This is an optimization exercise on Yosys and OpenROAD, whose aim is small area, not a production implementation.
Only simulation tests tie the RTL to the original design; equivalence was not proved.
Power figures rest on the tool's default switching activity, not on a simulated workload.

## wrapper
module wrapper(
  input sck,
  input ws,
  input rst,
  input start,
  input S_AXIS_tready,
  input [7:0]sd,
  output   [7:0] flag_mux_to_adc_debug,
  output   [7:0] flag_adc_to_mux_debug,
  output [127:0] S_AXIS_tdata,
  output         S_AXIS_tvalid,
  output         S_AXIS_tlast,
  output [255:0] data_debug
);
Size: ~490 flip-flops, about 17000 sq um of cells after synthesis.
clock: 5.0 ns
lec_check: 0
cap_margin: 20
core_margin: 2
core_utilization: 60
slew_margin: 20
standard.sh (not shown) runs the stock make flow with config.mk's settings and CLKGATE_MAP_FILE= SYNTH_SCRIPT=/design/flow/synth_recipe.tcl, a recipe that flattens the netlist after the stock synthesis.
==> flow/flow/run.sh <==
#!/bin/bash
# The standard layout (standard.sh) with these changes:
#  - synthesis maps logic with an area-oriented ABC script (flow/synth.tcl);
#    flip-flops are mapped exactly as in the standard synthesis
#  - every port gets the smallest buffer, buf_1
#  - clock tree synthesis: larger sink clusters, clkbuf_4/clkbuf_8, no
#    dummy loads
#  - constant outputs share one tie cell (no tie fanout repair)
# Each tool's output goes to a log of its own in this folder.
set -euo pipefail
here=$(pwd)
export FLOW_ABC_SCRIPT=$here/flow/abc_area.script
export BUFFER_PORTS_ARGS="-buffer_cell sky130_fd_sc_hd__buf_1"
export CTS_ARGS="-sink_clustering_enable -repair_clock_nets -dont_use_dummy_load -sink_clustering_size 10 -sink_clustering_max_diameter 40 -buf_list {sky130_fd_sc_hd__clkbuf_4}"
export SKIP_REPAIR_TIE_FANOUT=1
sed "s#SYNTH_SCRIPT=[^ ]*#SYNTH_SCRIPT=$here/flow/synth.tcl#" standard.sh > flow_standard.sh
grep -q "SYNTH_SCRIPT=$here/flow/synth.tcl" flow_standard.sh
bash flow_standard.sh > standard.log 2>&1
==> flow/flow/abc_area.script <==
strash
dch -f
amap -m -F 4 -A 8
topo
strash
dch -f
amap -m -F 4 -A 8
topo
==> flow/flow/synth.tcl <==
# The standard flow's synthesis script (synth_recipe.tcl) with one change: ABC maps the
# logic with an area-oriented script (flow/abc_area.script) instead of
# ORFS's speed script. Flip-flops are mapped before ABC runs, so the
# registers, their names and cell types are those of the standard synthesis.
proc synth {args} { yosys synth -nofsm -noshare {*}$args }
proc abc {args} {
  set i [lsearch -exact $args -script]
  if { $i >= 0 } {
    lset args [expr {$i + 1}] $::env(FLOW_ABC_SCRIPT)
  }
  yosys abc {*}$args
}
source $::env(SCRIPTS_DIR)/synth.tcl
# left out here: clear keep_hierarchy, flatten, clean up, hide names made inside functions, write 1_2_yosys.v
Next try:
- CORE_UTILIZATION: 60 -> 50
Effect: The new run went through all stages and came out clean. Clock-buffer cell count goes up by 7. Total power goes up by 1.0%. Sequential share of layout area goes down by 0.54 points. Hold slack is worse by 0.013 ns. First-iteration DRC count goes down by 7.1%.
Next try:
--- a/flow/flow/run.sh
+++ b/flow/flow/run.sh
@@ -12,5 +12,5 @@
 export FLOW_ABC_SCRIPT=$here/flow/abc_area.script
 export BUFFER_PORTS_ARGS="-buffer_cell sky130_fd_sc_hd__buf_1"
-export CTS_ARGS="-sink_clustering_enable -repair_clock_nets -dont_use_dummy_load -sink_clustering_size 10 -sink_clustering_max_diameter 40 -buf_list {sky130_fd_sc_hd__clkbuf_4}"
+export CTS_ARGS="-sink_clustering_enable -repair_clock_nets -dont_use_dummy_load -sink_clustering_size 11 -sink_clustering_max_diameter 30 -buf_list {sky130_fd_sc_hd__clkbuf_4}"
 export SKIP_REPAIR_TIE_FANOUT=1
 sed "s#SYNTH_SCRIPT=[^ ]*#SYNTH_SCRIPT=$here/flow/synth.tcl#" standard.sh > flow_standard.sh
- CORE_UTILIZATION: 50 -> 40
Final area grows by a few percent.
Power grows by a few percent.
Global-route usage shrinks by 3.4 points.
Setup slack degrades by 0.13 ns.
Wire length grows by a few percent.
Synthesized cell count is unchanged.
Count of clock-buffer cells in the layout grows by 34.
Core utilization shrinks by 10 points.
Critical path depth grows by 2.


== sierra ==
wrapper again, from the RTL that the note above started with.
Settings: LEC_CHECK=0, CAP_MARGIN=20, CORE_MARGIN=2, CORE_UTILIZATION=30, SLEW_MARGIN=20; clock period 5.0 ns.
==> flow/flow/run.sh <==
#!/bin/bash
# The standard layout (standard.sh) with these changes:
#  - synthesis maps logic with an area-oriented ABC script (flow/synth.tcl);
#    flip-flops are mapped exactly as in the standard synthesis
#  - every port gets the smallest buffer, buf_1
#  - clock tree synthesis: larger sink clusters, clkbuf_4/clkbuf_8, no
#    dummy loads
#  - constant outputs share one tie cell (no tie fanout repair)
# Each tool's output goes to a log of its own in this folder.
set -euo pipefail
here=$(pwd)
export FLOW_ABC_SCRIPT=$here/flow/abc_area.script
export BUFFER_PORTS_ARGS="-buffer_cell sky130_fd_sc_hd__buf_1"
export CTS_ARGS="-sink_clustering_enable -repair_clock_nets -dont_use_dummy_load -sink_clustering_size 10 -sink_clustering_max_diameter 40 -buf_list {sky130_fd_sc_hd__clkbuf_4}"
export SKIP_REPAIR_TIE_FANOUT=1
sed "s#SYNTH_SCRIPT=[^ ]*#SYNTH_SCRIPT=$here/flow/synth.tcl#" standard.sh > flow_standard.sh
grep -q "SYNTH_SCRIPT=$here/flow/synth.tcl" flow_standard.sh
bash flow_standard.sh > standard.log 2>&1
Scripts as last shown in full above: flow/flow/abc_area.script, flow/flow/synth.tcl
sierra: flow completed, timing, DRC and antenna clean
[inputs] fjord vs sierra
Settings: CORE_UTILIZATION now 70, was 30.
[summary]
- Of fjord and sierra, fjord shows the lower share of the cycle needed by the critical path after routing, with sierra above it.
- fjord vs sierra, overall fraction of global-route tracks in use went up by 15 points.
- Compared with sierra, in fjord overall die height decreased by 34% relative to the old numbers, wire length decreased by about 10% relative to the old numbers, shortest clock period the worst path allows after layout decreased by 18 ps relative to the old numbers, total power decreased by 0.00032 W relative to the old numbers.
- Against sierra, fjord comes in 34,000 um2 lower on die area.
Relative to fjord, the following input files were edited for maple:
Settings: putting GPL_TIMING_DRIVEN at 0 where nothing was set.
-- flow/flow/run.sh --
<<< fjord, line 4
#    flip-flops are mapped exactly as in the standard synthesis
#  - every port gets the smallest buffer, buf_1
#  - clock tree synthesis: larger sink clusters, clkbuf_4/clkbuf_8, no
#    dummy loads
#  - constant outputs share one tie cell (no tie fanout repair)
>>> maple, line 4
#    flip-flops are mapped exactly as in the standard synthesis
#  - every port gets the smallest buffer, buf_1
#  - clock tree synthesis: larger sink clusters, clkbuf_4, no
#    dummy loads
#  - constant outputs share one tie cell (no tie fanout repair)
## What came out
Per the final summary, maple finished and its layout is clean on timing, DRC and antenna.
When maple is set beside fjord, its post-route clock skew turns out to be 7.2 ps larger.
On maple: switching fraction of total power is 0.23 points lower than what fjord gave.
maple against fjord: area of all placed cells without fillers grew by 6.6%; multi-input combinational cell count was more or less identical.
From fjord to maple the numbers moved as follows: routed wire length now sits higher; register-to-register slack now smaller; fraction of power consumed by the clock network went down by 0.5 points; cell count went up 120; global-route met3 utilization saw little to no change.
Side by side, final-layout fill cell count turned out lower in maple than in fjord.
Modified inputs, violet compared to maple
Settings: GPL_TIMING_DRIVEN: 0 -> unset.
==> flow/flow/run.sh <==
#!/bin/bash
# The standard layout (standard.sh) with these changes:
#  - synthesis maps logic with an area-oriented ABC script (flow/synth.tcl);
#    flip-flops are mapped exactly as in the standard synthesis
#  - every port gets the smallest buffer, buf_1
#  - clock tree synthesis: larger sink clusters, clkbuf_4/clkbuf_8, no
#    dummy loads
#  - constant outputs share one tie cell (no tie fanout repair)
# Each tool's output goes to a log of its own in this folder.
set -euo pipefail
here=$(pwd)
export FLOW_ABC_SCRIPT=$here/flow/abc_area.script
export BUFFER_PORTS_ARGS="-buffer_cell sky130_fd_sc_hd__buf_1"
export CTS_ARGS="-sink_clustering_enable -repair_clock_nets -dont_use_dummy_load -sink_clustering_size 10 -sink_clustering_max_diameter 25 -buf_list {sky130_fd_sc_hd__clkbuf_4}"
export SKIP_REPAIR_TIE_FANOUT=1
sed "s#SYNTH_SCRIPT=[^ ]*#SYNTH_SCRIPT=$here/flow/synth.tcl#" standard.sh > flow_standard.sh
grep -q "SYNTH_SCRIPT=$here/flow/synth.tcl" flow_standard.sh
bash flow_standard.sh > standard.log 2>&1
Notes after the runs:
The flow did not stop early for violet: all stages ran, and the layout cleared the timing, design-rule and antenna checks.
violet ended up with u_adc_b.st[4] as its first element of the critical path; maple ended up with u_adc_a.st[2].
Clock power share: violet vs maple up 3.5 points
NOTE total combinational power maple->violet decreased by more than 10%
[violet] via count fell 304 relative to maple
maple has higher met1 capacity usage during global routing than violet.
Compared with maple, violet improves final routed wirelength across all metal layers.
sky130_fd_sc_hd__nor3_1 as the cell at the slowest stage of the critical path was reported by violet, and sky130_fd_sc_hd__clkinv_4 by maple.

-- port drivers added, routing unchanged --
The results above use ideal ports. As a check the final layouts listed here were re-extracted and re-timed, cells and wires unchanged. Step 1 sets driving cells, clkbuf_16 on the clock port and buf_2 on the other inputs (assumed; they add their load-dependent delay and slew). Step 2 times the ports against the registers' clock, not the clock port: input delays grow and output delays shrink by t, the midpoint of the rising clock arrivals with the driver on. a / b / c = ideal ports / drivers / drivers and shift; a / b = the first two.
run | t (ns) | setup slack, ns | clock arrival spread, ns | worst slew at a driven data input, ns | pins driven straight from the clock port
the first run of note 1 | 0.749 | 1.427 / 1.427 / 1.362 | 0.073 / 0.072 | 0.04 | 1
the second run of note 1 | 0.709 | 1.970 / 1.923 / 2.020 | 0.093 / 0.093 | 0.03 | 1
the third run of note 1 | 0.783 | 1.844 / 1.798 / 1.879 | 0.109 / 0.109 | 0.04 | 1
sierra | 0.784 | 1.844 / 1.819 / 1.844 | 0.114 / 0.114 | 0.04 | 1
fjord | 0.750 | 1.863 / 1.818 / 1.886 | 0.057 / 0.057 | 0.04 | 1
maple | 0.728 | 1.596 / 1.596 / 1.596 | 0.064 / 0.064 | 0.04 | 1
violet | 0.700 | 1.914 / 1.868 / 1.912 | 0.115 / 0.116 | 0.04 | 1
After both steps every run listed still meets setup and hold. For the first run of note 1, which loses most, drivers alone change the setup slack by 0.000 ns; drivers and shift together by -0.065 ns.
